Source: an optimization exercise on an open RTL-to-GDS flow (aim: small area, a short achievable clock period and few clock cycles per item). Production flows keep margins and buffers that such runs may drop.
The RTL was checked by simulation tests, not by an equivalence proof against the original design.

## flow/config.mk

```make
export PLATFORM = sky130hd
export DESIGN_NAME = fft1024
export DESIGN_NICKNAME = fft1024
export VERILOG_FILES = /design/flow/design.v
export SDC_FILE = /design/flow/constraint.sdc
export NUM_CORES = 4
export LEC_CHECK = 0
export ABC_AREA = 1
export CAP_MARGIN = 20
export CORE_MARGIN = 2
export CORE_UTILIZATION = 40
export SLEW_MARGIN = 20
```

## flow/constraint.sdc

```tcl
create_clock -name core_clock -period 16.0 [get_ports {clk}]
set_input_delay 3.2000 -clock core_clock [delete_from_list [all_inputs] [get_ports {clk}]]
set_output_delay 3.2000 -clock core_clock [all_outputs]
set_load 0.01 [all_outputs]
```

## flow/design.v

```verilog
module bfly_mul
(
    input clk,
    input [15:0] x,
    input [14:0] t,
    output reg [18:0] s,
    output reg [18:0] c,
    output reg ci
);
wire pp1;
wire pp2;
wire pp3;
wire pp4;
wire pp5;
wire pp6;
wire pp7;
wire pp8;
wire pp9;
wire pp10;
wire pp11;
wire pp12;
wire pp13;
wire pp14;
wire pp15;
wire pp16;
wire pp17;
wire pp18;
wire pp19;
wire pp20;
wire pp21;
wire pp22;
wire pp23;
wire pp24;
wire pp25;
wire pp26;
wire pp27;
wire pp28;
wire pp29;
wire pp30;
wire pp31;
wire pp32;
wire pp33;
wire pp34;
wire pp35;
wire pp36;
wire pp37;
wire pp38;
wire pp39;
wire pp40;
wire pp41;
wire pp42;
wire pp43;
wire pp44;
wire pp45;
wire pp46;
wire pp47;
wire pp48;
wire pp49;
wire pp50;
wire pp51;
wire pp52;
wire pp53;
wire pp54;
wire pp55;
wire pp56;
wire pp57;
wire pp58;
wire pp59;
wire pp60;
wire pp61;
wire pp62;
wire pp63;
wire pp64;
wire pp65;
wire pp66;
wire pp67;
wire pp68;
wire pp69;
wire pp70;
wire pp71;
wire pp72;
wire pp73;
wire pp74;
wire pp75;
wire pp76;
wire pp77;
wire pp78;
wire pp79;
wire pp80;
wire pp81;
wire pp82;
wire pp83;
wire pp84;
wire pp85;
wire pp86;
wire pp87;
wire pp88;
wire pp89;
wire pp90;
wire pp91;
wire pp92;
wire pp93;
wire pp94;
wire pp95;
wire pp96;
wire pp97;
wire pp98;
wire pp99;
wire pp100;
wire pp101;
wire pp102;
wire pp103;
wire pp104;
wire pp105;
wire pp106;
wire pp107;
wire pp108;
wire pp109;
wire pp110;
wire pp111;
wire pp112;
wire pp113;
wire pp114;
wire pp115;
wire pp116;
wire pp117;
wire pp118;
wire pp119;
wire pp120;
wire pp121;
wire pp122;
wire pp123;
wire pp124;
wire pp125;
wire pp126;
wire pp127;
wire pp128;
wire pp129;
wire pp130;
wire pp131;
wire pp132;
wire pp133;
wire pp134;
wire pp135;
wire pp136;
wire pp137;
wire pp138;
wire pp139;
wire pp140;
wire pp141;
wire pp142;
wire pp143;
wire pp144;
wire pp145;
wire pp146;
wire pp147;
wire pp148;
wire pp149;
wire pp150;
wire pp151;
wire pp152;
wire pp153;
wire pp154;
wire pp155;
wire pp156;
wire pp157;
wire pp158;
wire pp159;
wire pp160;
wire pp161;
wire pp162;
wire pp163;
wire pp164;
wire pp165;
wire pp166;
wire pp167;
wire pp168;
wire pp169;
wire pp170;
wire pp171;
wire pp172;
wire pp173;
wire pp174;
wire pp175;
wire pp176;
wire pp177;
wire pp178;
wire pp179;
wire pp180;
wire pp181;
wire pp182;
wire pp183;
wire pp184;
wire pp185;
wire pp186;
wire pp187;
wire pp188;
wire pp189;
wire pp190;
wire pp191;
wire pp192;
wire pp193;
wire pp194;
wire pp195;
wire pp196;
wire pp197;
wire pp198;
wire pp199;
wire pp200;
wire pp201;
wire pp202;
wire pp203;
wire pp204;
wire pp205;
wire pp206;
wire pp207;
wire pp208;
wire pp209;
wire pp210;
wire pp211;
wire pp212;
wire pp213;
wire pp214;
wire pp215;
wire pp216;
wire pp217;
wire pp218;
wire pp219;
wire pp220;
wire pp221;
wire pp222;
wire pp223;
wire pp224;
wire pp225;
wire pp226;
wire pp227;
wire pp228;
wire pp229;
wire pp230;
wire pp231;
wire pp232;
wire pp233;
wire pp234;
wire pp235;
wire pp236;
wire pp237;
wire pp238;
wire pp239;
wire pp240;
wire pp241;
wire s242;
wire c243;
wire s244;
wire c245;
wire s246;
wire c247;
wire s248;
wire c249;
wire s250;
wire c251;
wire s252;
wire c253;
wire s254;
wire c255;
wire s256;
wire c257;
wire s258;
wire c259;
wire s260;
wire c261;
wire s262;
wire c263;
wire s264;
wire c265;
wire s266;
wire c267;
wire s268;
wire c269;
wire s270;
wire c271;
wire s272;
wire c273;
wire s274;
wire c275;
wire s276;
wire c277;
wire s278;
wire c279;
wire s280;
wire c281;
wire s282;
wire c283;
wire s284;
wire c285;
wire s286;
wire c287;
wire s288;
wire c289;
wire s290;
wire c291;
wire s292;
wire c293;
wire s294;
wire c295;
wire s296;
wire c297;
wire s298;
wire c299;
wire s300;
wire c301;
wire s302;
wire c303;
wire s304;
wire c305;
wire s306;
wire c307;
wire s308;
wire c309;
wire s310;
wire c311;
wire s312;
wire c313;
wire s314;
wire c315;
wire s316;
wire c317;
wire s318;
wire c319;
wire s320;
wire c321;
wire s322;
wire c323;
wire s324;
wire c325;
wire s326;
wire c327;
wire s328;
wire c329;
wire s330;
wire c331;
wire s332;
wire c333;
wire s334;
wire c335;
wire s336;
wire c337;
wire s338;
wire c339;
wire s340;
wire c341;
wire s342;
wire c343;
wire s344;
wire c345;
wire s346;
wire c347;
wire s348;
wire c349;
wire s350;
wire c351;
wire s352;
wire c353;
wire s354;
wire c355;
wire s356;
wire c357;
wire s358;
wire c359;
wire s360;
wire c361;
wire s362;
wire c363;
wire s364;
wire c365;
wire s366;
wire c367;
wire s368;
wire c369;
wire s370;
wire c371;
wire s372;
wire c373;
wire s374;
wire c375;
wire s376;
wire c377;
wire s378;
wire c379;
wire s380;
wire c381;
wire s382;
wire c383;
wire s384;
wire c385;
wire s386;
wire c387;
wire s388;
wire c389;
wire s390;
wire c391;
wire s392;
wire c393;
wire s394;
wire c395;
wire s396;
wire c397;
wire s398;
wire c399;
wire s400;
wire c401;
wire s402;
wire c403;
wire s404;
wire c405;
wire s406;
wire c407;
wire s408;
wire c409;
wire s410;
wire c411;
wire s412;
wire c413;
wire s414;
wire c415;
wire s416;
wire c417;
wire s418;
wire c419;
wire s420;
wire c421;
wire s422;
wire c423;
wire s424;
wire c425;
wire s426;
wire c427;
wire s428;
wire c429;
wire s430;
wire c431;
wire s432;
wire c433;
wire s434;
wire c435;
wire s436;
wire c437;
wire s438;
wire c439;
wire s440;
wire c441;
wire s442;
wire c443;
wire s444;
wire c445;
wire s446;
wire c447;
wire s448;
wire c449;
wire s450;
wire c451;
wire s452;
wire c453;
wire s454;
wire c455;
wire s456;
wire c457;
wire s458;
wire c459;
wire s460;
wire c461;
wire s462;
wire c463;
wire s464;
wire c465;
wire s466;
wire c467;
wire s468;
wire c469;
wire s470;
wire c471;
wire s472;
wire c473;
wire s474;
wire c475;
wire s476;
wire c477;
wire s478;
wire c479;
wire s480;
wire c481;
wire s482;
wire c483;
wire s484;
wire c485;
wire s486;
wire c487;
wire s488;
wire c489;
wire s490;
wire c491;
wire s492;
wire c493;
wire s494;
wire c495;
wire s496;
wire c497;
wire s498;
wire c499;
wire s500;
wire c501;
wire s502;
wire c503;
wire s504;
wire c505;
wire s506;
wire c507;
wire s508;
wire c509;
wire s510;
wire c511;
wire s512;
wire c513;
wire s514;
wire c515;
wire s516;
wire c517;
wire s518;
wire c519;
wire s520;
wire c521;
wire s522;
wire c523;
wire s524;
wire c525;
wire s526;
wire c527;
wire s528;
wire c529;
wire s530;
wire c531;
wire s532;
wire c533;
wire s534;
wire c535;
wire s536;
wire c537;
wire s538;
wire c539;
wire s540;
wire c541;
wire s542;
wire c543;
wire s544;
wire c545;
wire s546;
wire c547;
wire s548;
wire c549;
wire s550;
wire c551;
wire s552;
wire c553;
wire s554;
wire c555;
wire s556;
wire c557;
wire s558;
wire c559;
wire s560;
wire c561;
wire s562;
wire c563;
wire s564;
wire c565;
wire s566;
wire c567;
wire s568;
wire c569;
wire s570;
wire c571;
wire s572;
wire c573;
wire s574;
wire c575;
wire s576;
wire c577;
wire s578;
wire c579;
wire s580;
wire c581;
wire s582;
wire c583;
wire s584;
wire c585;
wire s586;
wire c587;
wire s588;
wire c589;
wire s590;
wire c591;
wire s592;
wire c593;
wire s594;
wire c595;
wire s596;
wire c597;
wire s598;
wire c599;
wire s600;
wire c601;
wire s602;
wire c603;
wire s604;
wire c605;
wire s606;
wire c607;
wire s608;
wire c609;
wire s610;
wire c611;
wire s612;
wire c613;
wire s614;
wire c615;
wire s616;
wire c617;
wire s618;
wire c619;
wire s620;
wire c621;
wire s622;
wire c623;
wire s624;
wire c625;
wire s626;
wire c627;
wire s628;
wire c629;
wire s630;
wire c631;
wire s632;
wire c633;
wire s634;
wire c635;
wire s636;
wire c637;
wire s638;
wire c639;
wire s640;
wire c641;
wire s642;
wire c643;
wire s644;
wire c645;
wire s646;
wire c647;
wire s648;
wire c649;
wire s650;
wire c651;
wire s652;
wire c653;
wire s654;
wire c655;
wire s656;
wire c657;
wire s658;
wire c659;
wire s660;
wire c661;
assign pp1 = x[0] & t[0];
assign pp2 = x[0] & t[1];
assign pp3 = x[0] & t[2];
assign pp4 = x[0] & t[3];
assign pp5 = x[0] & t[4];
assign pp6 = x[0] & t[5];
assign pp7 = x[0] & t[6];
assign pp8 = x[0] & t[7];
assign pp9 = x[0] & t[8];
assign pp10 = x[0] & t[9];
assign pp11 = x[0] & t[10];
assign pp12 = x[0] & t[11];
assign pp13 = x[0] & t[12];
assign pp14 = x[0] & t[13];
assign pp15 = x[0] & t[14];
assign pp16 = x[1] & t[0];
assign pp17 = x[1] & t[1];
assign pp18 = x[1] & t[2];
assign pp19 = x[1] & t[3];
assign pp20 = x[1] & t[4];
assign pp21 = x[1] & t[5];
assign pp22 = x[1] & t[6];
assign pp23 = x[1] & t[7];
assign pp24 = x[1] & t[8];
assign pp25 = x[1] & t[9];
assign pp26 = x[1] & t[10];
assign pp27 = x[1] & t[11];
assign pp28 = x[1] & t[12];
assign pp29 = x[1] & t[13];
assign pp30 = x[1] & t[14];
assign pp31 = x[2] & t[0];
assign pp32 = x[2] & t[1];
assign pp33 = x[2] & t[2];
assign pp34 = x[2] & t[3];
assign pp35 = x[2] & t[4];
assign pp36 = x[2] & t[5];
assign pp37 = x[2] & t[6];
assign pp38 = x[2] & t[7];
assign pp39 = x[2] & t[8];
assign pp40 = x[2] & t[9];
assign pp41 = x[2] & t[10];
assign pp42 = x[2] & t[11];
assign pp43 = x[2] & t[12];
assign pp44 = x[2] & t[13];
assign pp45 = x[2] & t[14];
assign pp46 = x[3] & t[0];
assign pp47 = x[3] & t[1];
assign pp48 = x[3] & t[2];
assign pp49 = x[3] & t[3];
assign pp50 = x[3] & t[4];
assign pp51 = x[3] & t[5];
assign pp52 = x[3] & t[6];
assign pp53 = x[3] & t[7];
assign pp54 = x[3] & t[8];
assign pp55 = x[3] & t[9];
assign pp56 = x[3] & t[10];
assign pp57 = x[3] & t[11];
assign pp58 = x[3] & t[12];
assign pp59 = x[3] & t[13];
assign pp60 = x[3] & t[14];
assign pp61 = x[4] & t[0];
assign pp62 = x[4] & t[1];
assign pp63 = x[4] & t[2];
assign pp64 = x[4] & t[3];
assign pp65 = x[4] & t[4];
assign pp66 = x[4] & t[5];
assign pp67 = x[4] & t[6];
assign pp68 = x[4] & t[7];
assign pp69 = x[4] & t[8];
assign pp70 = x[4] & t[9];
assign pp71 = x[4] & t[10];
assign pp72 = x[4] & t[11];
assign pp73 = x[4] & t[12];
assign pp74 = x[4] & t[13];
assign pp75 = x[4] & t[14];
assign pp76 = x[5] & t[0];
assign pp77 = x[5] & t[1];
assign pp78 = x[5] & t[2];
assign pp79 = x[5] & t[3];
assign pp80 = x[5] & t[4];
assign pp81 = x[5] & t[5];
assign pp82 = x[5] & t[6];
assign pp83 = x[5] & t[7];
assign pp84 = x[5] & t[8];
assign pp85 = x[5] & t[9];
assign pp86 = x[5] & t[10];
assign pp87 = x[5] & t[11];
assign pp88 = x[5] & t[12];
assign pp89 = x[5] & t[13];
assign pp90 = x[5] & t[14];
assign pp91 = x[6] & t[0];
assign pp92 = x[6] & t[1];
assign pp93 = x[6] & t[2];
assign pp94 = x[6] & t[3];
assign pp95 = x[6] & t[4];
assign pp96 = x[6] & t[5];
assign pp97 = x[6] & t[6];
assign pp98 = x[6] & t[7];
assign pp99 = x[6] & t[8];
assign pp100 = x[6] & t[9];
assign pp101 = x[6] & t[10];
assign pp102 = x[6] & t[11];
assign pp103 = x[6] & t[12];
assign pp104 = x[6] & t[13];
assign pp105 = x[6] & t[14];
assign pp106 = x[7] & t[0];
assign pp107 = x[7] & t[1];
assign pp108 = x[7] & t[2];
assign pp109 = x[7] & t[3];
assign pp110 = x[7] & t[4];
assign pp111 = x[7] & t[5];
assign pp112 = x[7] & t[6];
assign pp113 = x[7] & t[7];
assign pp114 = x[7] & t[8];
assign pp115 = x[7] & t[9];
assign pp116 = x[7] & t[10];
assign pp117 = x[7] & t[11];
assign pp118 = x[7] & t[12];
assign pp119 = x[7] & t[13];
assign pp120 = x[7] & t[14];
assign pp121 = x[8] & t[0];
assign pp122 = x[8] & t[1];
assign pp123 = x[8] & t[2];
assign pp124 = x[8] & t[3];
assign pp125 = x[8] & t[4];
assign pp126 = x[8] & t[5];
assign pp127 = x[8] & t[6];
assign pp128 = x[8] & t[7];
assign pp129 = x[8] & t[8];
assign pp130 = x[8] & t[9];
assign pp131 = x[8] & t[10];
assign pp132 = x[8] & t[11];
assign pp133 = x[8] & t[12];
assign pp134 = x[8] & t[13];
assign pp135 = x[8] & t[14];
assign pp136 = x[9] & t[0];
assign pp137 = x[9] & t[1];
assign pp138 = x[9] & t[2];
assign pp139 = x[9] & t[3];
assign pp140 = x[9] & t[4];
assign pp141 = x[9] & t[5];
assign pp142 = x[9] & t[6];
assign pp143 = x[9] & t[7];
assign pp144 = x[9] & t[8];
assign pp145 = x[9] & t[9];
assign pp146 = x[9] & t[10];
assign pp147 = x[9] & t[11];
assign pp148 = x[9] & t[12];
assign pp149 = x[9] & t[13];
assign pp150 = x[9] & t[14];
assign pp151 = x[10] & t[0];
assign pp152 = x[10] & t[1];
assign pp153 = x[10] & t[2];
assign pp154 = x[10] & t[3];
assign pp155 = x[10] & t[4];
assign pp156 = x[10] & t[5];
assign pp157 = x[10] & t[6];
assign pp158 = x[10] & t[7];
assign pp159 = x[10] & t[8];
assign pp160 = x[10] & t[9];
assign pp161 = x[10] & t[10];
assign pp162 = x[10] & t[11];
assign pp163 = x[10] & t[12];
assign pp164 = x[10] & t[13];
assign pp165 = x[10] & t[14];
assign pp166 = x[11] & t[0];
assign pp167 = x[11] & t[1];
assign pp168 = x[11] & t[2];
assign pp169 = x[11] & t[3];
assign pp170 = x[11] & t[4];
assign pp171 = x[11] & t[5];
assign pp172 = x[11] & t[6];
assign pp173 = x[11] & t[7];
assign pp174 = x[11] & t[8];
assign pp175 = x[11] & t[9];
assign pp176 = x[11] & t[10];
assign pp177 = x[11] & t[11];
assign pp178 = x[11] & t[12];
assign pp179 = x[11] & t[13];
assign pp180 = x[11] & t[14];
assign pp181 = x[12] & t[0];
assign pp182 = x[12] & t[1];
assign pp183 = x[12] & t[2];
assign pp184 = x[12] & t[3];
assign pp185 = x[12] & t[4];
assign pp186 = x[12] & t[5];
assign pp187 = x[12] & t[6];
assign pp188 = x[12] & t[7];
assign pp189 = x[12] & t[8];
assign pp190 = x[12] & t[9];
assign pp191 = x[12] & t[10];
assign pp192 = x[12] & t[11];
assign pp193 = x[12] & t[12];
assign pp194 = x[12] & t[13];
assign pp195 = x[12] & t[14];
assign pp196 = x[13] & t[0];
assign pp197 = x[13] & t[1];
assign pp198 = x[13] & t[2];
assign pp199 = x[13] & t[3];
assign pp200 = x[13] & t[4];
assign pp201 = x[13] & t[5];
assign pp202 = x[13] & t[6];
assign pp203 = x[13] & t[7];
assign pp204 = x[13] & t[8];
assign pp205 = x[13] & t[9];
assign pp206 = x[13] & t[10];
assign pp207 = x[13] & t[11];
assign pp208 = x[13] & t[12];
assign pp209 = x[13] & t[13];
assign pp210 = x[13] & t[14];
assign pp211 = x[14] & t[0];
assign pp212 = x[14] & t[1];
assign pp213 = x[14] & t[2];
assign pp214 = x[14] & t[3];
assign pp215 = x[14] & t[4];
assign pp216 = x[14] & t[5];
assign pp217 = x[14] & t[6];
assign pp218 = x[14] & t[7];
assign pp219 = x[14] & t[8];
assign pp220 = x[14] & t[9];
assign pp221 = x[14] & t[10];
assign pp222 = x[14] & t[11];
assign pp223 = x[14] & t[12];
assign pp224 = x[14] & t[13];
assign pp225 = x[14] & t[14];
assign pp226 = ~(x[15] & t[0]);
assign pp227 = ~(x[15] & t[1]);
assign pp228 = ~(x[15] & t[2]);
assign pp229 = ~(x[15] & t[3]);
assign pp230 = ~(x[15] & t[4]);
assign pp231 = ~(x[15] & t[5]);
assign pp232 = ~(x[15] & t[6]);
assign pp233 = ~(x[15] & t[7]);
assign pp234 = ~(x[15] & t[8]);
assign pp235 = ~(x[15] & t[9]);
assign pp236 = ~(x[15] & t[10]);
assign pp237 = ~(x[15] & t[11]);
assign pp238 = ~(x[15] & t[12]);
assign pp239 = ~(x[15] & t[13]);
assign pp240 = ~(x[15] & t[14]);
assign pp241 = ~x[15];
assign s242 = 1'b1 ^ pp13;
assign c243 = 1'b1 & pp13;
assign s244 = 1'b1 ^ pp14 ^ pp28;
assign c245 = (1'b1 & pp14) | (pp28 & (1'b1 ^ pp14));
assign s246 = pp42 ^ pp56;
assign c247 = pp42 & pp56;
assign s248 = pp15 ^ pp29 ^ pp43;
assign c249 = (pp15 & pp29) | (pp43 & (pp15 ^ pp29));
assign s250 = pp57 ^ pp71 ^ pp85;
assign c251 = (pp57 & pp71) | (pp85 & (pp57 ^ pp71));
assign s252 = 1'b1 ^ pp30 ^ pp44;
assign c253 = (1'b1 & pp30) | (pp44 & (1'b1 ^ pp30));
assign s254 = pp58 ^ pp72 ^ pp86;
assign c255 = (pp58 & pp72) | (pp86 & (pp58 ^ pp72));
assign s256 = pp100 ^ pp114;
assign c257 = pp100 & pp114;
assign s258 = pp45 ^ pp59 ^ pp73;
assign c259 = (pp45 & pp59) | (pp73 & (pp45 ^ pp59));
assign s260 = pp87 ^ pp101 ^ pp115;
assign c261 = (pp87 & pp101) | (pp115 & (pp87 ^ pp101));
assign s262 = pp60 ^ pp74 ^ pp88;
assign c263 = (pp60 & pp74) | (pp88 & (pp60 ^ pp74));
assign s264 = 1'b1 ^ pp9;
assign c265 = 1'b1 & pp9;
assign s266 = 1'b1 ^ pp10 ^ pp24;
assign c267 = (1'b1 & pp10) | (pp24 & (1'b1 ^ pp10));
assign s268 = pp38 ^ pp52;
assign c269 = pp38 & pp52;
assign s270 = 1'b1 ^ pp11 ^ pp25;
assign c271 = (1'b1 & pp11) | (pp25 & (1'b1 ^ pp11));
assign s272 = pp39 ^ pp53 ^ pp67;
assign c273 = (pp39 & pp53) | (pp67 & (pp39 ^ pp53));
assign s274 = pp81 ^ pp95;
assign c275 = pp81 & pp95;
assign s276 = 1'b1 ^ pp12 ^ pp26;
assign c277 = (1'b1 & pp12) | (pp26 & (1'b1 ^ pp12));
assign s278 = pp40 ^ pp54 ^ pp68;
assign c279 = (pp40 & pp54) | (pp68 & (pp40 ^ pp54));
assign s280 = pp82 ^ pp96 ^ pp110;
assign c281 = (pp82 & pp96) | (pp110 & (pp82 ^ pp96));
assign s282 = pp124 ^ pp138;
assign c283 = pp124 & pp138;
assign s284 = pp27 ^ pp41 ^ pp55;
assign c285 = (pp27 & pp41) | (pp55 & (pp27 ^ pp41));
assign s286 = pp69 ^ pp83 ^ pp97;
assign c287 = (pp69 & pp83) | (pp97 & (pp69 ^ pp83));
assign s288 = pp111 ^ pp125 ^ pp139;
assign c289 = (pp111 & pp125) | (pp139 & (pp111 ^ pp125));
assign s290 = pp153 ^ pp167 ^ pp181;
assign c291 = (pp153 & pp167) | (pp181 & (pp153 ^ pp167));
assign s292 = pp70 ^ pp84 ^ pp98;
assign c293 = (pp70 & pp84) | (pp98 & (pp70 ^ pp84));
assign s294 = pp112 ^ pp126 ^ pp140;
assign c295 = (pp112 & pp126) | (pp140 & (pp112 ^ pp126));
assign s296 = pp154 ^ pp168 ^ pp182;
assign c297 = (pp154 & pp168) | (pp182 & (pp154 ^ pp168));
assign s298 = pp196 ^ c243 ^ s246;
assign c299 = (pp196 & c243) | (s246 & (pp196 ^ c243));
assign s300 = pp99 ^ pp113 ^ pp127;
assign c301 = (pp99 & pp113) | (pp127 & (pp99 ^ pp113));
assign s302 = pp141 ^ pp155 ^ pp169;
assign c303 = (pp141 & pp155) | (pp169 & (pp141 ^ pp155));
assign s304 = pp183 ^ pp197 ^ pp211;
assign c305 = (pp183 & pp197) | (pp211 & (pp183 ^ pp197));
assign s306 = c247 ^ c245 ^ s248;
assign c307 = (c247 & c245) | (s248 & (c247 ^ c245));
assign s308 = pp128 ^ pp142 ^ pp156;
assign c309 = (pp128 & pp142) | (pp156 & (pp128 ^ pp142));
assign s310 = pp170 ^ pp184 ^ pp198;
assign c311 = (pp170 & pp184) | (pp198 & (pp170 ^ pp184));
assign s312 = pp212 ^ pp226 ^ s256;
assign c313 = (pp212 & pp226) | (s256 & (pp212 ^ pp226));
assign s314 = c249 ^ c251 ^ s252;
assign c315 = (c249 & c251) | (s252 & (c249 ^ c251));
assign s316 = pp129 ^ pp143 ^ pp157;
assign c317 = (pp129 & pp143) | (pp157 & (pp129 ^ pp143));
assign s318 = pp171 ^ pp185 ^ pp199;
assign c319 = (pp171 & pp185) | (pp199 & (pp171 ^ pp185));
assign s320 = pp213 ^ pp227 ^ c257;
assign c321 = (pp213 & pp227) | (c257 & (pp213 ^ pp227));
assign s322 = c253 ^ c255 ^ s258;
assign c323 = (c253 & c255) | (s258 & (c253 ^ c255));
assign s324 = pp102 ^ pp116 ^ pp130;
assign c325 = (pp102 & pp116) | (pp130 & (pp102 ^ pp116));
assign s326 = pp144 ^ pp158 ^ pp172;
assign c327 = (pp144 & pp158) | (pp172 & (pp144 ^ pp158));
assign s328 = pp186 ^ pp200 ^ pp214;
assign c329 = (pp186 & pp200) | (pp214 & (pp186 ^ pp200));
assign s330 = pp228 ^ c259 ^ c261;
assign c331 = (pp228 & c259) | (c261 & (pp228 ^ c259));
assign s332 = pp75 ^ pp89 ^ pp103;
assign c333 = (pp75 & pp89) | (pp103 & (pp75 ^ pp89));
assign s334 = pp117 ^ pp131 ^ pp145;
assign c335 = (pp117 & pp131) | (pp145 & (pp117 ^ pp131));
assign s336 = pp159 ^ pp173 ^ pp187;
assign c337 = (pp159 & pp173) | (pp187 & (pp159 ^ pp173));
assign s338 = pp201 ^ pp215 ^ pp229;
assign c339 = (pp201 & pp215) | (pp229 & (pp201 ^ pp215));
assign s340 = pp90 ^ pp104 ^ pp118;
assign c341 = (pp90 & pp104) | (pp118 & (pp90 ^ pp104));
assign s342 = pp132 ^ pp146 ^ pp160;
assign c343 = (pp132 & pp146) | (pp160 & (pp132 ^ pp146));
assign s344 = pp174 ^ pp188 ^ pp202;
assign c345 = (pp174 & pp188) | (pp202 & (pp174 ^ pp188));
assign s346 = pp105 ^ pp119 ^ pp133;
assign c347 = (pp105 & pp119) | (pp133 & (pp105 ^ pp119));
assign s348 = pp147 ^ pp161 ^ pp175;
assign c349 = (pp147 & pp161) | (pp175 & (pp147 ^ pp161));
assign s350 = pp120 ^ pp134 ^ pp148;
assign c351 = (pp120 & pp134) | (pp148 & (pp120 ^ pp134));
assign s352 = 1'b1 ^ pp6;
assign c353 = 1'b1 & pp6;
assign s354 = 1'b1 ^ pp7 ^ pp21;
assign c355 = (1'b1 & pp7) | (pp21 & (1'b1 ^ pp7));
assign s356 = pp35 ^ pp49;
assign c357 = pp35 & pp49;
assign s358 = 1'b1 ^ pp8 ^ pp22;
assign c359 = (1'b1 & pp8) | (pp22 & (1'b1 ^ pp8));
assign s360 = pp36 ^ pp50 ^ pp64;
assign c361 = (pp36 & pp50) | (pp64 & (pp36 ^ pp50));
assign s362 = pp78 ^ pp92;
assign c363 = pp78 & pp92;
assign s364 = pp23 ^ pp37 ^ pp51;
assign c365 = (pp23 & pp37) | (pp51 & (pp23 ^ pp37));
assign s366 = pp65 ^ pp79 ^ pp93;
assign c367 = (pp65 & pp79) | (pp93 & (pp65 ^ pp79));
assign s368 = pp107 ^ pp121 ^ s264;
assign c369 = (pp107 & pp121) | (s264 & (pp107 ^ pp121));
assign s370 = pp66 ^ pp80 ^ pp94;
assign c371 = (pp66 & pp80) | (pp94 & (pp66 ^ pp80));
assign s372 = pp108 ^ pp122 ^ pp136;
assign c373 = (pp108 & pp122) | (pp136 & (pp108 ^ pp122));
assign s374 = c265 ^ s268 ^ s266;
assign c375 = (c265 & s268) | (s266 & (c265 ^ s268));
assign s376 = pp109 ^ pp123 ^ pp137;
assign c377 = (pp109 & pp123) | (pp137 & (pp109 ^ pp123));
assign s378 = pp151 ^ c269 ^ s274;
assign c379 = (pp151 & c269) | (s274 & (pp151 ^ c269));
assign s380 = c267 ^ s270 ^ s272;
assign c381 = (c267 & s270) | (s272 & (c267 ^ s270));
assign s382 = pp152 ^ pp166 ^ c275;
assign c383 = (pp152 & pp166) | (c275 & (pp152 ^ pp166));
assign s384 = s282 ^ c271 ^ c273;
assign c385 = (s282 & c271) | (c273 & (s282 ^ c271));
assign s386 = s276 ^ s278 ^ s280;
assign c387 = (s276 & s278) | (s280 & (s276 ^ s278));
assign s388 = c283 ^ s242 ^ c277;
assign c389 = (c283 & s242) | (c277 & (c283 ^ s242));
assign s390 = c279 ^ c281 ^ s284;
assign c391 = (c279 & c281) | (s284 & (c279 ^ c281));
assign s392 = s286 ^ s288 ^ s290;
assign c393 = (s286 & s288) | (s290 & (s286 ^ s288));
assign s394 = c285 ^ c287 ^ c289;
assign c395 = (c285 & c287) | (c289 & (c285 ^ c287));
assign s396 = c291 ^ s244 ^ s292;
assign c397 = (c291 & s244) | (s292 & (c291 ^ s244));
assign s398 = s294 ^ s296 ^ s298;
assign c399 = (s294 & s296) | (s298 & (s294 ^ s296));
assign s400 = c293 ^ c295 ^ c297;
assign c401 = (c293 & c295) | (c297 & (c293 ^ c295));
assign s402 = s250 ^ s300 ^ s302;
assign c403 = (s250 & s300) | (s302 & (s250 ^ s300));
assign s404 = s304 ^ c299 ^ s306;
assign c405 = (s304 & c299) | (s306 & (s304 ^ c299));
assign s406 = c301 ^ c303 ^ c305;
assign c407 = (c301 & c303) | (c305 & (c301 ^ c303));
assign s408 = s254 ^ s308 ^ s310;
assign c409 = (s254 & s308) | (s310 & (s254 ^ s308));
assign s410 = s312 ^ c307 ^ s314;
assign c411 = (s312 & c307) | (s314 & (s312 ^ c307));
assign s412 = c309 ^ c311 ^ s260;
assign c413 = (c309 & c311) | (s260 & (c309 ^ c311));
assign s414 = s316 ^ s318 ^ s320;
assign c415 = (s316 & s318) | (s320 & (s316 ^ s318));
assign s416 = c313 ^ c315 ^ s322;
assign c417 = (c313 & c315) | (s322 & (c313 ^ c315));
assign s418 = c317 ^ c319 ^ s262;
assign c419 = (c317 & c319) | (s262 & (c317 ^ c319));
assign s420 = s324 ^ s326 ^ s328;
assign c421 = (s324 & s326) | (s328 & (s324 ^ s326));
assign s422 = c321 ^ s330 ^ c323;
assign c423 = (c321 & s330) | (c323 & (c321 ^ s330));
assign s424 = c263 ^ c325 ^ c327;
assign c425 = (c263 & c325) | (c327 & (c263 ^ c325));
assign s426 = c329 ^ s332 ^ s334;
assign c427 = (c329 & s332) | (s334 & (c329 ^ s332));
assign s428 = s336 ^ s338 ^ c331;
assign c429 = (s336 & s338) | (c331 & (s336 ^ s338));
assign s430 = pp216 ^ pp230 ^ c333;
assign c431 = (pp216 & pp230) | (c333 & (pp216 ^ pp230));
assign s432 = c335 ^ c337 ^ c339;
assign c433 = (c335 & c337) | (c339 & (c335 ^ c337));
assign s434 = s340 ^ s342 ^ s344;
assign c435 = (s340 & s342) | (s344 & (s340 ^ s342));
assign s436 = pp189 ^ pp203 ^ pp217;
assign c437 = (pp189 & pp203) | (pp217 & (pp189 ^ pp203));
assign s438 = pp231 ^ c341 ^ c343;
assign c439 = (pp231 & c341) | (c343 & (pp231 ^ c341));
assign s440 = c345 ^ s346 ^ s348;
assign c441 = (c345 & s346) | (s348 & (c345 ^ s346));
assign s442 = pp162 ^ pp176 ^ pp190;
assign c443 = (pp162 & pp176) | (pp190 & (pp162 ^ pp176));
assign s444 = pp204 ^ pp218 ^ pp232;
assign c445 = (pp204 & pp218) | (pp232 & (pp204 ^ pp218));
assign s446 = c347 ^ c349 ^ s350;
assign c447 = (c347 & c349) | (s350 & (c347 ^ c349));
assign s448 = pp135 ^ pp149 ^ pp163;
assign c449 = (pp135 & pp149) | (pp163 & (pp135 ^ pp149));
assign s450 = pp177 ^ pp191 ^ pp205;
assign c451 = (pp177 & pp191) | (pp205 & (pp177 ^ pp191));
assign s452 = pp219 ^ pp233 ^ c351;
assign c453 = (pp219 & pp233) | (c351 & (pp219 ^ pp233));
assign s454 = pp150 ^ pp164 ^ pp178;
assign c455 = (pp150 & pp164) | (pp178 & (pp150 ^ pp164));
assign s456 = pp192 ^ pp206 ^ pp220;
assign c457 = (pp192 & pp206) | (pp220 & (pp192 ^ pp206));
assign s458 = pp165 ^ pp179 ^ pp193;
assign c459 = (pp165 & pp179) | (pp193 & (pp165 ^ pp179));
assign s460 = 1'b1 ^ pp4;
assign c461 = 1'b1 & pp4;
assign s462 = 1'b1 ^ pp5 ^ pp19;
assign c463 = (1'b1 & pp5) | (pp19 & (1'b1 ^ pp5));
assign s464 = pp33 ^ pp47;
assign c465 = pp33 & pp47;
assign s466 = pp20 ^ pp34 ^ pp48;
assign c467 = (pp20 & pp34) | (pp48 & (pp20 ^ pp34));
assign s468 = pp62 ^ pp76 ^ s352;
assign c469 = (pp62 & pp76) | (s352 & (pp62 ^ pp76));
assign s470 = pp63 ^ pp77 ^ pp91;
assign c471 = (pp63 & pp77) | (pp91 & (pp63 ^ pp77));
assign s472 = c353 ^ s356 ^ s354;
assign c473 = (c353 & s356) | (s354 & (c353 ^ s356));
assign s474 = pp106 ^ c357 ^ s362;
assign c475 = (pp106 & c357) | (s362 & (pp106 ^ c357));
assign s476 = c355 ^ s358 ^ s360;
assign c477 = (c355 & s358) | (s360 & (c355 ^ s358));
assign s478 = c363 ^ c359 ^ c361;
assign c479 = (c363 & c359) | (c361 & (c363 ^ c359));
assign s480 = s364 ^ s366 ^ s368;
assign c481 = (s364 & s366) | (s368 & (s364 ^ s366));
assign s482 = c365 ^ c367 ^ s370;
assign c483 = (c365 & c367) | (s370 & (c365 ^ c367));
assign s484 = s372 ^ c369 ^ s374;
assign c485 = (s372 & c369) | (s374 & (s372 ^ c369));
assign s486 = c371 ^ c373 ^ s376;
assign c487 = (c371 & c373) | (s376 & (c371 ^ c373));
assign s488 = s378 ^ c375 ^ s380;
assign c489 = (s378 & c375) | (s380 & (s378 ^ c375));
assign s490 = c377 ^ s382 ^ c379;
assign c491 = (c377 & s382) | (c379 & (c377 ^ s382));
assign s492 = s384 ^ c381 ^ s386;
assign c493 = (s384 & c381) | (s386 & (s384 ^ c381));
assign s494 = c383 ^ c385 ^ s388;
assign c495 = (c383 & c385) | (s388 & (c383 ^ c385));
assign s496 = c387 ^ s390 ^ s392;
assign c497 = (c387 & s390) | (s392 & (c387 ^ s390));
assign s498 = c389 ^ s394 ^ c391;
assign c499 = (c389 & s394) | (c391 & (c389 ^ s394));
assign s500 = c393 ^ s396 ^ s398;
assign c501 = (c393 & s396) | (s398 & (c393 ^ s396));
assign s502 = c395 ^ s400 ^ c397;
assign c503 = (c395 & s400) | (c397 & (c395 ^ s400));
assign s504 = s402 ^ c399 ^ s404;
assign c505 = (s402 & c399) | (s404 & (s402 ^ c399));
assign s506 = c401 ^ s406 ^ c403;
assign c507 = (c401 & s406) | (c403 & (c401 ^ s406));
assign s508 = s408 ^ c405 ^ s410;
assign c509 = (s408 & c405) | (s410 & (s408 ^ c405));
assign s510 = c407 ^ c409 ^ s412;
assign c511 = (c407 & c409) | (s412 & (c407 ^ c409));
assign s512 = s414 ^ c411 ^ s416;
assign c513 = (s414 & c411) | (s416 & (s414 ^ c411));
assign s514 = c413 ^ s418 ^ s420;
assign c515 = (c413 & s418) | (s420 & (c413 ^ s418));
assign s516 = c415 ^ s422 ^ c417;
assign c517 = (c415 & s422) | (c417 & (c415 ^ s422));
assign s518 = s424 ^ c419 ^ c421;
assign c519 = (s424 & c419) | (c421 & (s424 ^ c419));
assign s520 = s426 ^ c423 ^ s428;
assign c521 = (s426 & c423) | (s428 & (s426 ^ c423));
assign s522 = c425 ^ s430 ^ s432;
assign c523 = (c425 & s430) | (s432 & (c425 ^ s430));
assign s524 = c427 ^ s434 ^ c429;
assign c525 = (c427 & s434) | (c429 & (c427 ^ s434));
assign s526 = s436 ^ c431 ^ c433;
assign c527 = (s436 & c431) | (c433 & (s436 ^ c431));
assign s528 = s438 ^ c435 ^ s440;
assign c529 = (s438 & c435) | (s440 & (s438 ^ c435));
assign s530 = c437 ^ s442 ^ s444;
assign c531 = (c437 & s442) | (s444 & (c437 ^ s442));
assign s532 = c439 ^ c441 ^ s446;
assign c533 = (c439 & c441) | (s446 & (c439 ^ c441));
assign s534 = c443 ^ c445 ^ s448;
assign c535 = (c443 & c445) | (s448 & (c443 ^ c445));
assign s536 = s450 ^ s452 ^ c447;
assign c537 = (s450 & s452) | (c447 & (s450 ^ s452));
assign s538 = pp234 ^ c449 ^ c451;
assign c539 = (pp234 & c449) | (c451 & (pp234 ^ c449));
assign s540 = s454 ^ s456 ^ c453;
assign c541 = (s454 & s456) | (c453 & (s454 ^ s456));
assign s542 = pp207 ^ pp221 ^ pp235;
assign c543 = (pp207 & pp221) | (pp235 & (pp207 ^ pp221));
assign s544 = c455 ^ c457 ^ s458;
assign c545 = (c455 & c457) | (s458 & (c455 ^ c457));
assign s546 = pp180 ^ pp194 ^ pp208;
assign c547 = (pp180 & pp194) | (pp208 & (pp180 ^ pp194));
assign s548 = pp222 ^ pp236 ^ c459;
assign c549 = (pp222 & pp236) | (c459 & (pp222 ^ pp236));
assign s550 = pp195 ^ pp209 ^ pp223;
assign c551 = (pp195 & pp209) | (pp223 & (pp195 ^ pp209));
assign s552 = 1'b1 ^ pp3;
assign c553 = 1'b1 & pp3;
assign s554 = pp18 ^ pp32 ^ pp46;
assign c555 = (pp18 & pp32) | (pp46 & (pp18 ^ pp32));
assign s556 = pp61 ^ c461 ^ s464;
assign c557 = (pp61 & c461) | (s464 & (pp61 ^ c461));
assign s558 = c465 ^ c463 ^ s466;
assign c559 = (c465 & c463) | (s466 & (c465 ^ c463));
assign s560 = c467 ^ s470 ^ c469;
assign c561 = (c467 & s470) | (c469 & (c467 ^ s470));
assign s562 = c471 ^ s474 ^ c473;
assign c563 = (c471 & s474) | (c473 & (c471 ^ s474));
assign s564 = c475 ^ s478 ^ c477;
assign c565 = (c475 & s478) | (c477 & (c475 ^ s478));
assign s566 = c479 ^ s482 ^ c481;
assign c567 = (c479 & s482) | (c481 & (c479 ^ s482));
assign s568 = c483 ^ s486 ^ c485;
assign c569 = (c483 & s486) | (c485 & (c483 ^ s486));
assign s570 = c487 ^ s490 ^ c489;
assign c571 = (c487 & s490) | (c489 & (c487 ^ s490));
assign s572 = c491 ^ s494 ^ c493;
assign c573 = (c491 & s494) | (c493 & (c491 ^ s494));
assign s574 = c495 ^ s498 ^ c497;
assign c575 = (c495 & s498) | (c497 & (c495 ^ s498));
assign s576 = c499 ^ s502 ^ c501;
assign c577 = (c499 & s502) | (c501 & (c499 ^ s502));
assign s578 = c503 ^ s506 ^ c505;
assign c579 = (c503 & s506) | (c505 & (c503 ^ s506));
assign s580 = c507 ^ s510 ^ c509;
assign c581 = (c507 & s510) | (c509 & (c507 ^ s510));
assign s582 = c511 ^ s514 ^ s516;
assign c583 = (c511 & s514) | (s516 & (c511 ^ s514));
assign s584 = s518 ^ c515 ^ s520;
assign c585 = (s518 & c515) | (s520 & (s518 ^ c515));
assign s586 = c519 ^ s522 ^ s524;
assign c587 = (c519 & s522) | (s524 & (c519 ^ s522));
assign s588 = c523 ^ s526 ^ s528;
assign c589 = (c523 & s526) | (s528 & (c523 ^ s526));
assign s590 = s530 ^ c527 ^ c529;
assign c591 = (s530 & c527) | (c529 & (s530 ^ c527));
assign s592 = c531 ^ s534 ^ s536;
assign c593 = (c531 & s534) | (s536 & (c531 ^ s534));
assign s594 = s538 ^ c535 ^ c537;
assign c595 = (s538 & c535) | (c537 & (s538 ^ c535));
assign s596 = s542 ^ c539 ^ s544;
assign c597 = (s542 & c539) | (s544 & (s542 ^ c539));
assign s598 = c543 ^ s546 ^ s548;
assign c599 = (c543 & s546) | (s548 & (c543 ^ s546));
assign s600 = pp237 ^ c547 ^ s550;
assign c601 = (pp237 & c547) | (s550 & (pp237 ^ c547));
assign s602 = pp210 ^ pp224 ^ pp238;
assign c603 = (pp210 & pp224) | (pp238 & (pp210 ^ pp224));
assign s604 = 1'b1 ^ pp241;
assign c605 = 1'b1 & pp241;
assign s606 = 1'b1 ^ pp2 ^ pp16;
assign c607 = (1'b1 & pp2) | (pp16 & (1'b1 ^ pp2));
assign s608 = pp17 ^ pp31 ^ s552;
assign c609 = (pp17 & pp31) | (s552 & (pp17 ^ pp31));
assign s610 = c553 ^ s460 ^ s554;
assign c611 = (c553 & s460) | (s554 & (c553 ^ s460));
assign s612 = c555 ^ s462 ^ s556;
assign c613 = (c555 & s462) | (s556 & (c555 ^ s462));
assign s614 = c557 ^ s468 ^ s558;
assign c615 = (c557 & s468) | (s558 & (c557 ^ s468));
assign s616 = c559 ^ s472 ^ s560;
assign c617 = (c559 & s472) | (s560 & (c559 ^ s472));
assign s618 = s476 ^ c561 ^ s562;
assign c619 = (s476 & c561) | (s562 & (s476 ^ c561));
assign s620 = c563 ^ s480 ^ s564;
assign c621 = (c563 & s480) | (s564 & (c563 ^ s480));
assign s622 = c565 ^ s484 ^ s566;
assign c623 = (c565 & s484) | (s566 & (c565 ^ s484));
assign s624 = s488 ^ c567 ^ s568;
assign c625 = (s488 & c567) | (s568 & (s488 ^ c567));
assign s626 = s492 ^ c569 ^ s570;
assign c627 = (s492 & c569) | (s570 & (s492 ^ c569));
assign s628 = s496 ^ c571 ^ s572;
assign c629 = (s496 & c571) | (s572 & (s496 ^ c571));
assign s630 = s500 ^ c573 ^ s574;
assign c631 = (s500 & c573) | (s574 & (s500 ^ c573));
assign s632 = c575 ^ s504 ^ s576;
assign c633 = (c575 & s504) | (s576 & (c575 ^ s504));
assign s634 = s508 ^ c577 ^ s578;
assign c635 = (s508 & c577) | (s578 & (s508 ^ c577));
assign s636 = s512 ^ c579 ^ s580;
assign c637 = (s512 & c579) | (s580 & (s512 ^ c579));
assign s638 = c513 ^ c581 ^ s582;
assign c639 = (c513 & c581) | (s582 & (c513 ^ c581));
assign s640 = c517 ^ s584 ^ c583;
assign c641 = (c517 & s584) | (c583 & (c517 ^ s584));
assign s642 = c521 ^ c585 ^ s586;
assign c643 = (c521 & c585) | (s586 & (c521 ^ c585));
assign s644 = c525 ^ s588 ^ c587;
assign c645 = (c525 & s588) | (c587 & (c525 ^ s588));
assign s646 = s532 ^ s590 ^ c589;
assign c647 = (s532 & s590) | (c589 & (s532 ^ s590));
assign s648 = c533 ^ c591 ^ s592;
assign c649 = (c533 & c591) | (s592 & (c533 ^ c591));
assign s650 = s540 ^ s594 ^ c593;
assign c651 = (s540 & s594) | (c593 & (s540 ^ s594));
assign s652 = c541 ^ s596 ^ c595;
assign c653 = (c541 & s596) | (c595 & (c541 ^ s596));
assign s654 = c545 ^ s598 ^ c597;
assign c655 = (c545 & s598) | (c597 & (c545 ^ s598));
assign s656 = c549 ^ s600 ^ c599;
assign c657 = (c549 & s600) | (c599 & (c549 ^ s600));
assign s658 = c551 ^ s602 ^ c601;
assign c659 = (c551 & s602) | (c601 & (c551 ^ s602));
assign s660 = pp225 ^ pp239 ^ c603;
assign c661 = (pp225 & pp239) | (c603 & (pp225 ^ pp239));
wire [12:0] lo = {1'b0, {s626, s624, s622, s620, s618, s616, s614, s612, s610, s608, s606, pp1}} + {1'b0, {c625, c623, c621, c619, c617, c615, c613, c611, c609, c607, c605, s604}};
always @(posedge clk) begin
    s <= {1'b1, pp240, s660, s658, s656, s654, s652, s650, s648, s646, s644, s642, s640, s638, s636, s634, s632, s630, s628};
    c <= {1'b0, c661, c659, c657, c655, c653, c651, c649, c647, c645, c643, c641, c639, c637, c635, c633, c631, c629, c627};
    ci <= lo[12];
end
endmodule
module fft1024
(
    input clk,
    input rst_n,
    input start,
    output reg finish,
    input clear,
    input [31:0] dout0,
    output reg oce0,
    output reg ce0,
    output reg wre0,
    output reg [10:0] ad0,
    output reg [31:0] din0,
    input [31:0] dout1,
    output reg oce1,
    output reg ce1,
    output reg wre1,
    output reg [10:0] ad1,
    output reg [31:0] din1,
    input [15:0] dout_w,
    output reg oce_w,
    output reg ce_w,
    output reg [10:0] ad_w
);
reg run;             
reg ph;              
reg [3:0] s;         
reg [8:0] u;         
reg gap;             
wire        e0_v = run && (s <= 4'd9) && !gap;
wire        e0_x = (s == 4'd9) && !gap;
wire        e0_b = u[0];
wire [7:0]  e0_bi = u[8:1];
reg  [8:0]  e0_mask;    
always @(*) begin
    case (s)
        4'd0: e0_mask = 9'h000;
        4'd1: e0_mask = 9'h001;
        4'd2: e0_mask = 9'h003;
        4'd3: e0_mask = 9'h007;
        4'd4: e0_mask = 9'h00f;
        4'd5: e0_mask = 9'h01f;
        4'd6: e0_mask = 9'h03f;
        4'd7: e0_mask = 9'h07f;
        default: e0_mask = 9'h0ff;
    endcase
end
wire [8:0] e0_bw  = {1'b0, e0_bi};
wire [8:0] e0_ins = ((e0_bw << 1) & ~{e0_mask[7:0], 1'b1}) | (e0_bw & e0_mask);
wire [8:0] e0_a0  = e0_x ? u : e0_ins;
wire [8:0] e0_a1  = e0_x ? u : (e0_ins | (e0_mask + 9'd1));
reg  [8:0] e0_i;
always @(*) begin
    case (s)
        4'd0: e0_i = 9'd0;
        4'd1: e0_i = {e0_bi[0], 8'd0};
        4'd2: e0_i = {e0_bi[1:0], 7'd0};
        4'd3: e0_i = {e0_bi[2:0], 6'd0};
        4'd4: e0_i = {e0_bi[3:0], 5'd0};
        4'd5: e0_i = {e0_bi[4:0], 4'd0};
        4'd6: e0_i = {e0_bi[5:0], 3'd0};
        4'd7: e0_i = {e0_bi[6:0], 2'd0};
        4'd8: e0_i = {e0_bi[7:0], 1'd0};
        default: e0_i = u;
    endcase
end
wire e0_sr = e0_i > 9'd256;
wire [10:0] e0_adre = e0_sr ? {e0_i - 9'd256, 2'b00} : {9'd256 - e0_i, 2'b00};
wire [10:0] e0_adim = e0_sr ? {9'd0 - e0_i, 2'b00} : {e0_i, 2'b00};
reg       e1_v, e2_v, e3_v;
reg       e1_x, e2_x, e3_x;      
reg       e1_b, e2_b, e3_b;      
reg [8:0] e1_a0, e2_a0;
reg [8:0] e1_a1, e2_a1, e3_a1;
reg       e1_sr, e2_sr;
wire done = run && !ph && (s == 4'd10) && !e1_v && !e2_v && !(e3_v && !e3_x);
always @(posedge clk or negedge rst_n) begin
    if (!rst_n) begin
        run <= 1'b0;
        ph <= 1'b0;
        s <= 4'd0;
        u <= 9'd0;
        gap <= 1'b0;
        e1_v <= 1'b0;
        e2_v <= 1'b0;
        e3_v <= 1'b0;
        finish <= 1'b0;
    end
    else begin
        if (clear)
            finish <= 1'b0;
        if (!run) begin
            ph <= 1'b0;
            e1_v <= 1'b0;
            e2_v <= 1'b0;
            e3_v <= 1'b0;
            if (start)
                run <= 1'b1;
        end
        else begin
            ph <= ~ph;
            if (done) begin
                run <= 1'b0;
                finish <= 1'b1;
                s <= 4'd0;
                u <= 9'd0;
            end
            else if (ph) begin
                e1_v <= e0_v;
                e2_v <= e1_v;
                e3_v <= e2_v;
                if (gap) begin
                    gap <= 1'b0;
                end
                else if (s <= 4'd9) begin
                    u <= u + 9'd1;
                    if (u == 9'd511) begin
                        s <= s + 4'd1;
                        if (s == 4'd8)
                            gap <= 1'b1;
                    end
                end
            end
        end
    end
end
always @(posedge clk) begin
    if (ph) begin
        e1_x <= e0_x;   e2_x <= e1_x;   e3_x <= e2_x;
        e1_b <= e0_b;   e2_b <= e1_b;   e3_b <= e2_b;
        e1_a0 <= e0_a0; e2_a0 <= e1_a0;
        e1_a1 <= e0_a1; e2_a1 <= e1_a1; e3_a1 <= e2_a1;
        e1_sr <= e0_sr; e2_sr <= e1_sr;
    end
end
wire r1_0 = e0_v && !e0_x && !e0_b;             
wire r1_1 = e0_v && (e0_x || e0_b);             
wire r0_0 = e1_v && (e1_x || !e1_b);            
wire r0_1 = e1_v && !e1_x && e1_b;              
wire w0_0 = e2_v && (e2_x || !e2_b);            
wire w0_1 = e2_v && !e2_x && e2_b;              
wire w1_0 = e3_v && !e3_x && !e3_b;             
wire w1_1 = (e3_v && !e3_x && e3_b) || (e2_v && e2_x);   
always @(posedge clk or negedge rst_n) begin
    if (!rst_n) begin
        ce0 <= 1'b0; oce0 <= 1'b0; wre0 <= 1'b0;
        ce1 <= 1'b0; oce1 <= 1'b0; wre1 <= 1'b0;
        ce_w <= 1'b0; oce_w <= 1'b0;
    end
    else if (run && !done) begin
        if (!ph) begin
            ce0 <= r1_0 || r0_0;  oce0 <= r1_0 || r0_0;  wre0 <= 1'b0;
            ce1 <= r1_1 || r0_1;  oce1 <= r1_1 || r0_1;  wre1 <= 1'b0;
        end
        else begin
            ce0 <= w0_0 || w1_0;  oce0 <= w0_0 || w1_0;  wre0 <= 1'b1;
            ce1 <= w0_1 || w1_1;  oce1 <= w0_1 || w1_1;  wre1 <= 1'b1;
        end
        ce_w <= 1'b1; oce_w <= 1'b1;
    end
    else begin
        ce0 <= 1'b0; oce0 <= 1'b0; wre0 <= 1'b0;
        ce1 <= 1'b0; oce1 <= 1'b0; wre1 <= 1'b0;
        ce_w <= 1'b0; oce_w <= 1'b0;
    end
end
always @(posedge clk) begin
    if (!ph) begin
        ad0 <= {2'b00, r1_0 ? e0_a1 : e1_a0};
        ad1 <= {2'b00, r1_1 ? e0_a1 : e1_a0};
        ad_w <= e0_adre;
    end
    else begin
        ad0 <= {2'b00, w0_0 ? e2_a0 : e3_a1};
        ad1 <= {2'b00, w0_1 ? e2_a0 : (e2_x ? e2_a1 : e3_a1)};
        ad_w <= e0_adim;
    end
end
reg [14:0] tw;                  
reg [31:0] x1;                  
reg [31:0] x0;                  
reg [15:0] rrr, rir;            
reg [31:0] hold;                
localparam MK = 12;                  
wire [30-MK:0] ma_s, ma_c, mb_s, mb_c;
wire ma_ci, mb_ci;
bfly_mul mul_a (.clk(clk), .x(x1[31:16]), .t(tw), .s(ma_s), .c(ma_c), .ci(ma_ci));
bfly_mul mul_b (.clk(clk), .x(x1[15:0]),  .t(tw), .s(mb_s), .c(mb_c), .ci(mb_ci));
localparam SH = 15 - MK;
localparam WW = 31 - MK;
wire [WW-1:0] ci_a = {{(WW-1){1'b0}}, ma_ci};
wire [WW-1:0] ci_b = {{(WW-1){1'b0}}, mb_ci};
wire [WW-1:0] e2_m = {WW{e2_sr}};
wire [WW-1:0] e2_ka = {{(WW-SH-1){1'b0}}, e2_sr, {(SH-1){1'b0}}, e2_sr ^ ma_ci};
wire [WW-1:0] e2_kb = {{(WW-SH-1){1'b0}}, e2_sr, {(SH-1){1'b0}}, e2_sr ^ mb_ci};
wire [WW-1:0] rrr_w = (ma_s ^ e2_m) + (ma_c ^ e2_m) + e2_ka;
wire [WW-1:0] rir_w = (mb_s ^ e2_m) + (mb_c ^ e2_m) + e2_kb;
wire [15:0] rrr_n = rrr_w[WW-1:SH];
wire [15:0] rir_n = rir_w[WW-1:SH];
wire [WW-1:0] ua = {rrr, {(SH-1){1'b0}}, mb_ci};
wire [WW-1:0] us = ua ^ mb_s ^ mb_c;
wire [WW-1:0] uc = {(ua & mb_s) | (ua & mb_c) | (mb_s & mb_c), 1'b0};
wire [WW-1:0] wa = {rir, {(SH-2){1'b0}}, ~ma_ci, ma_ci};
wire [WW-1:0] ws = wa ^ ~ma_s ^ ~ma_c;
wire [WW-1:0] wc = {(wa & ~ma_s) | (wa & ~ma_c) | (~ma_s & ~ma_c), 1'b0};
wire [WW-1:0] rnd = {{(WW-SH){1'b0}}, {SH{1'b1}}};
wire [WW-1:0] t0re = {x0[31:16], {SH{1'b0}}} + us + uc;
wire [WW-1:0] t1re = {x0[31:16], {SH{1'b0}}} + ~us + ~uc + rnd + 2;
wire [WW-1:0] t0im = {x0[15:0], {SH{1'b0}}} + ws + wc + rnd;
wire [WW-1:0] t1im = {x0[15:0], {SH{1'b0}}} + ~ws + ~wc + 2;
wire [31:0] y0 = {t0re[WW-1:SH], t0im[WW-1:SH]};
wire [31:0] y1 = {t1re[WW-1:SH], t1im[WW-1:SH]};
always @(posedge clk) begin
    tw <= dout_w[14:0];
    x0 <= (e2_x || !e2_b) ? dout0 : dout1;           
    rrr <= rrr_n;                                     
    rir <= rir_n;                                     
    din0 <= (e2_x || !e2_b) ? y0 : hold;              
    din1 <= e2_x ? y1 : (e2_b ? y0 : hold);           
    if (!ph)
        x1 <= (e1_x || e1_b) ? dout1 : dout0;
    else
        hold <= y1;
end
endmodule
```

## flow/flow/run.sh

```bash
#!/bin/bash
set -o pipefail
export BUFFER_PORTS_ARGS="-buffer_cell sky130_fd_sc_hd__buf_2"
cp standard.sh standard_copy.txt 2>/dev/null
bash standard.sh > standard.log 2>&1
```

## flow/standard.sh

```bash
#!/bin/bash
# synth_recipe.tcl (not shown) runs the flow's synth.tcl, then flattens the netlist and writes it again
# the make line also repeats each setting of config.mk as NAME=value (left out here)
make -C /OpenROAD-flow-scripts/flow DESIGN_CONFIG=/design/flow/config.mk WORK_HOME=/design/flow/orfs CLKGATE_MAP_FILE= SYNTH_SCRIPT=/design/flow/synth_recipe.tcl "${@:-finish}"
```

==> results of run 1 <==
==> synthesized netlist by cell type, types with 3 or more instances <==
master,count
nor2_1,194
o21bai_1,14
nand2_1,985
clkinv_1,4
nor3_1,29
o21ai_1,6
a21o_1,13
dfxtp_1,244
nand3_1,118
fa_1,468
inv_2,6
or2_2,6
nand4_1,28
buf_1,10
dfrtp_1,24
edfxtp_1,117
a21boi_0,4
nor2_4,3
nand3b_1,6
xnor2_1,26
o22ai_1,35
buf_2,8
buf_6,3
o21ai_0,196
clkbuf_1,113
inv_1,939
o21a_1,7
o31ai_1,3
nand2_2,12
buf_4,10
a31oi_1,16
xor2_1,126
ha_1,217
nor4_1,4
a21oi_1,122
==> worst paths after layout <==
check	startpoint	depth (start not counted)	slack [ns]	endpoint
worst max-delay path	finish$_DFF_PN0_	1	11.65	finish
worst min-delay path	e1_sr$_DFFE_PP_	0	0.42	e2_sr$_DFFE_PP_
worst max register to register	tw[11]$_DFF_P_	10	11.72	mul_a.s[5]$_DFF_P_
worst min register to register	e1_sr$_DFFE_PP_	0	0.42	e2_sr$_DFFE_PP_
max in group asynchronous	rst_n	1	13.04	ph$_DFF_PN0_
min in group asynchronous	rst_n	1	2.54	finish$_DFF_PN0_
==> flip-flops by register name (all words and copies together), names as in the netlist, 15 cells and up <==
signal / flops
x1: 32
mul_a.c: 18
rrr: 16
din1: 32
mul_a.s: 18
rir: 16
x0: 32
mul_b.c: 18
din0: 32
hold: 32
mul_b.s: 18
tw: 15
==> final cells by class <==
type                       instances  area [sq um]  share of cell area [%]
multi-input combinational       2667         21500                    56.3
clock buffer                      68          1350                    3.54
clock inverter                    19           244                   0.640
sequential                       385          9010                    23.6
tap                             1144          1430                    3.75
inverter                         950          3570                    9.37
timing repair buffer             203          1070                    2.80
==> through the flow <==
step | instances | setup WS (ns) | utilization (%) | hold WS [ns]
floorplan | 4146 | 12.14 | - | 0.400
global placement | 5349 | 11.73 | 42.8 | 0.401
detailed placement | 5349 | 11.69 | 42.8 | 0.405
CTS | 5436 | 11.60 | 44.7 | 0.417
global route | 5436 | 11.56 | 44.7 | 0.425
finish | 5436 | 11.65 | 44.7 | 0.416
==> layer usage <==
metal  wire (microns)  track usage [%]  vias to the layer above  part of all wire (%)
met4             4470             9.60                        0                   4.6
met3             6560             3.43                      181                   6.8
met5                0                0                        -                     0
met1            39300             27.6                    12800                    41
met2            46000             38.0                      887                    48
li1                 -                -                    12700                     -
==> logic make-up (layout without fill, tap and decap cells) <==
kind of cell               count (synthesis)  after routing  share of synthesized area [%]
and+or+nand+nor                         1394           1394                           16.3
buffers and inverters                   1094           1240                           12.1
adders and majority gates                685            685                           34.9
AOI/OAI and AO/OA                        430            430                           6.86
DFF                                      385            385                           26.0
xor gates and xnor gates                 152            152                           3.85
other                                      1              6                         0.0108
==> metrics.csv, run 1 <==
metric,value,unit
synth_area_leaders,"fa_1, dfxtp_1, nand2_1",
path_max_fanout,2,
syn_avg_cell_area,8.36,sq um
track_usage,22.1,%
ys_async_sr_fraction,6.23,%
rsz0062_at_grt,false,
hp-class,reg2reg,
synth-edff-count,117,
ys.flop_type,dfxtp_1,
final_cell_mix,"nand2_1, inv_1, fa_1, dfxtp_1, ha_1",
first_global_vias,27700,
cts_buffers,47,
vias_per_cell,4.89,
grt_max_degree,78,
cts.clk_slew.worst_paths,0.06,ns
max_stage_delay,0.38,ns
cp-end-kind,output pin,
grt_antenna_before_repair,3,
cts_max_level,2,
fin_area,0.0381,sq mm
drt_iter0_drc,1815,
crit_type,reg2out,
finalHoldViolations,0,
fp-row-count,107,
dp_hpwl,73100,microns
path_cells,buf_2,
wirelength,96300,microns
setup_viol,0,
ctsResizeCount,0,
yosysUniqueCellTypes,54,
startpoint_type,register,
grt_first_pass_wirelength,153000,microns
crit_buf_inv,1,
routed-via-count,26600,
ant_nets,0,
boundaryPins,190,
n_fill_cell,8523,
cp.arrival,1.15,ns
synth_area,0.0346,sq mm
dieWidth,298,microns
syn_to_final_growth,10.2,%
post-route-period-util,27.2,%
cts_sinks,385,
ctsHoldBuffers,0,
skew,0.0362,ns
maxSlewViolCount,0,
synth_top_area_share,27.1,%
fin_nets,5023,
clk_latency,0.64,ns
wl_per_cell,17.7,microns
dieHeight,298,microns
slowest_stage,dfrtp_1,
dieArea,0.0889,sq mm
ctsLongestPathBuffers,3,
max_freq,230,MHz
worst_pin_slew,1.05,ns
cts_tree,yes,
cts_setup_buffers,0,
gr-total-overflow,0,
cap_violations,0,
final_common_cell,nand2_1,
coreArea,0.0854,sq mm
diodes,0,
ys_warn_count,2,
ys_seq_area_share,26.0,%
port_buffers,182,
syn_inst,4141,
outcome,finished clean,
post-route-drc-count,0,
fin_crit,4.35,ns
layout-drive-gt1-share,7.57,%
cts_root_buffer,clkbuf_16,
synth_area_leader_cell,fa_1,
maxSlewHeadroom,29.5,%
placed_area,0.0366,sq mm
ys_ff_latch,385,
start_util,40.5,%
final.setup.tns,0,ns
critical_path.top_delay_family,flip-flops,
dr.pass1.iters,6,
worstPathRequired,12.80,ns
gp_congestion,0.937,
Testbench counts, summed over its fixed seeds: cycles 122,976, ffts 12.
==> run 2, diff against run 1 <==
--- a/flow/config.mk
+++ b/flow/config.mk
@@ -9,4 +9,6 @@
 export CAP_MARGIN = 20
 export CORE_MARGIN = 2
 export CORE_UTILIZATION = 40
+export CTS_CLUSTER_DIAMETER = 60
+export CTS_CLUSTER_SIZE = 80
 export SLEW_MARGIN = 20
==> run 2 against run 1 <==
  * Flip-flop and latch count did not move
  * Critical path depth did not move
  * Die area did not move
  * Synthesized cell count did not move
  * Worst hold slack improved by 0.0011 ns
  * Setup slack got worse by 0.013 ns
  * Clock skew rose by 0.016 ns
  * Routed wire length fell by 0.39%
  * Synthesized area did not move
  * Largest cell class unchanged
==> metrics.csv, run 2 <==
metric,value,unit,change
outcome,finished clean,,unchanged
skew,0.0522,ns,was 0.0362 ns
synth-xor-area-share,3.85,%,unchanged
critical_path.top_delay_family,flip-flops,,unchanged
setup_viol,0,,unchanged
gp_congestion,0.937,,unchanged
routed-via-count,26600,,about the same
wirelength,96000,microns,was 96300 microns
grt_antenna_before_repair,3,,unchanged
cts_sinks,385,,unchanged
dieWidth,298,microns,unchanged
synth_compound_area_share,6.86,%,unchanged
dp_hpwl,73100,microns,unchanged
worst_pin_slew,1.03,ns,was 1.05 ns
fp-row-count,107,,unchanged
syn_inst,4141,,unchanged
path_cells,buf_2,,unchanged
hp-class,reg2reg,,unchanged
start_util,40.5,%,unchanged
placed_area,0.0366,sq mm,unchanged
clk_latency,0.63,ns,was 0.64 ns
path_max_fanout,2,,unchanged
post-route-drc-count,0,,unchanged
finalHoldViolations,0,,unchanged
syn_avg_cell_area,8.36,sq um,unchanged
cp.depth,1,,unchanged
startpoint_type,register,,unchanged
post-route-period-util,27.3,%,was 27.2%
dieHeight,298,microns,unchanged
cts.clk_slew.worst_paths,0.08,ns,was 0.06 ns
rrSetupSlack,11.70,ns,was 11.72 ns
cts_setup_buffers,0,,unchanged
port_buffers,182,,unchanged
diodes,0,,unchanged
synth_top_family_by_area,adder cells,,unchanged
fin_area,0.0381,sq mm,about the same
ant_nets,0,,unchanged
final_common_cell,nand2_1,,unchanged
yosys.area_share.adder,34.9,%,unchanged
cts_root_buffer,clkbuf_16,,unchanged
coreArea,0.0854,sq mm,unchanged
dr.pass1.iters,5,,was 6
ys_warn_count,2,,unchanged
worstPathRequired,12.80,ns,about the same
ys_seq_area_share,26.0,%,unchanged
yosysMostFrequentCell,nand2_1,,unchanged
synth_area_leader_cell,fa_1,,unchanged
final.setup.tns,0,ns,unchanged
dieArea,0.0889,sq mm,unchanged
boundaryPins,190,,unchanged
synth_area,0.0346,sq mm,unchanged
synth_area_leaders,"fa_1, dfxtp_1, nand2_1",,unchanged
ys.flop_type,dfxtp_1,,unchanged
grt_max_degree,78,,unchanged
grt_first_pass_wirelength,152000,microns,was 153000 microns
cap_violations,0,,unchanged
crit_buf_inv,1,,unchanged
yosysUniqueCellTypes,54,,unchanged
vias_per_cell,4.89,,about the same
synth-edff-count,117,,unchanged
ys_async_sr_fraction,6.23,%,unchanged
maxSlewViolCount,0,,unchanged
holdPathStages,0,,unchanged
synth_common_cells,"nand2_1, inv_1, fa_1, dfxtp_1, ha_1",,unchanged
layout-drive-gt1-share,7.77,%,was 7.57%
fin_crit,4.37,ns,was 4.35 ns
ctsLongestPathBuffers,3,,unchanged
maxSlewHeadroom,31.0,%,was 29.5%
drt_iter0_drc,1710,,was 1815
max_stage_delay,0.39,ns,was 0.38 ns
cts_buffers,43,,was 47
synthSimpleGateAreaFrac,16.3,%,unchanged
ctsHoldBuffers,0,,unchanged
rr_worst_depth,10,,unchanged
wl_per_cell,17.7,microns,about the same
ys_ff_latch,385,,unchanged
synth_top_area_share,27.1,%,unchanged
crit_type,reg2out,,unchanged
track_usage,22.1,%,about the same
syn_to_final_growth,10.1,%,was 10.2%
gr-total-overflow,0,,unchanged
rsz0062_at_grt,false,,unchanged
muxShareOfSynthArea,0,%,unchanged
cp.arrival,1.17,ns,was 1.15 ns
ctsResizeCount,0,,unchanged
cts_tree,yes,,unchanged
slowest_stage,dfrtp_1,,unchanged
fin_nets,5019,,was 5023
cts_max_level,2,,unchanged
first_global_vias,27700,,about the same
final_cell_mix,"nand2_1, inv_1, fa_1, dfxtp_1, ha_1",,unchanged
max_freq,229,MHz,was 230 MHz
cp-end-kind,output pin,,unchanged
[run 2: cell counts after synthesis]
No cell type changed its count.
[run 2: final timing paths]
kind,end,from
max,finish,finish$_DFF_PN0_
min,e2_sr$_DFFE_PP_,e1_sr$_DFFE_PP_
max reg2reg,mul_a.s[5]$_DFF_P_,tw[11]$_DFF_P_
min reg2reg,e2_sr$_DFFE_PP_,e1_sr$_DFFE_PP_
max in group asynchronous,ph$_DFF_PN0_,rst_n
min in group asynchronous,finish$_DFF_PN0_,rst_n
[run 2: logic make-up (layout without fill, tap and decap cells)]
group / count (synthesis) / in the layout
AOI/OAI and AO/OA: 430 / 430
xor gates and xnor gates: 152 / 152
adders and majority gates: 685 / 685
buffers and inverters: 1094 / 1233
DFF: 385 / 385
other: 1 / 6
and+or+nand+nor: 1394 / 1394
[run 2: cell type report]
class                   instances  area (sq um)
repair buffers                203          1070
fillers                      8539         47300
well taps                    1144          1430
clock buffers                  49          1150
flip-flops and latches        385          9010
multi-input cells            2667         21500
clock inverters                31           404
inverters                     950          3570
[run 2: layer usage]
| layer | global-route usage (%) | wire, microns |
|---|---|---|
| met1 | 27.6 | 39900 |
| met3 | 3.44 | 5830 |
| met5 | 0 | 0 |
| met4 | 9.61 | 4540 |
| met2 | 37.7 | 45700 |
[run 2: metrics by stage]
stage | util, % | std cells | hold slack, ns | setup WS, ns
final | 44.6 | 5429 | 0.417 | 11.63
after global routing | 44.6 | 5429 | 0.426 | 11.54
after CTS | 44.6 | 5429 | 0.418 | 11.58
after detailed placement | 42.8 | 5349 | 0.405 | 11.69
after global placement | 42.8 | 5349 | 0.401 | 11.73
after floorplan | - | 4146 | 0.400 | 12.14

==> separate check: timing with driven ports <==
In the flow no input, the clock included, has a driving cell. The finished layouts below were timed again as built, in two steps.
Step 1 (the two cells are an assumption about what drives the block):
set clk [get_ports {clk}]
set_driving_cell -lib_cell sky130_fd_sc_hd__clkbuf_16 $clk
set_driving_cell -lib_cell sky130_fd_sc_hd__buf_2 [delete_from_list [all_inputs] $clk]
Step 2 moves the port delays by t, midway between the first and last clock arrival at a register: inputs arrive t later, outputs are due t later. That takes back most of the time a late clock gives input paths.
Slacks: ideal / step 1 / step 2; pairs: ideal / step 1.
| run | shift t [ns] | setup WS [ns] | worst data-port slew with drivers (ns) |
|---|---|---|---|
| run 1 | 0.686 | 11.647 / 11.578 / 11.718 | 0.04 |
| run 2 | 0.674 | 11.634 / 11.567 / 11.703 | 0.04 |
After both steps every run listed still meets setup and hold.
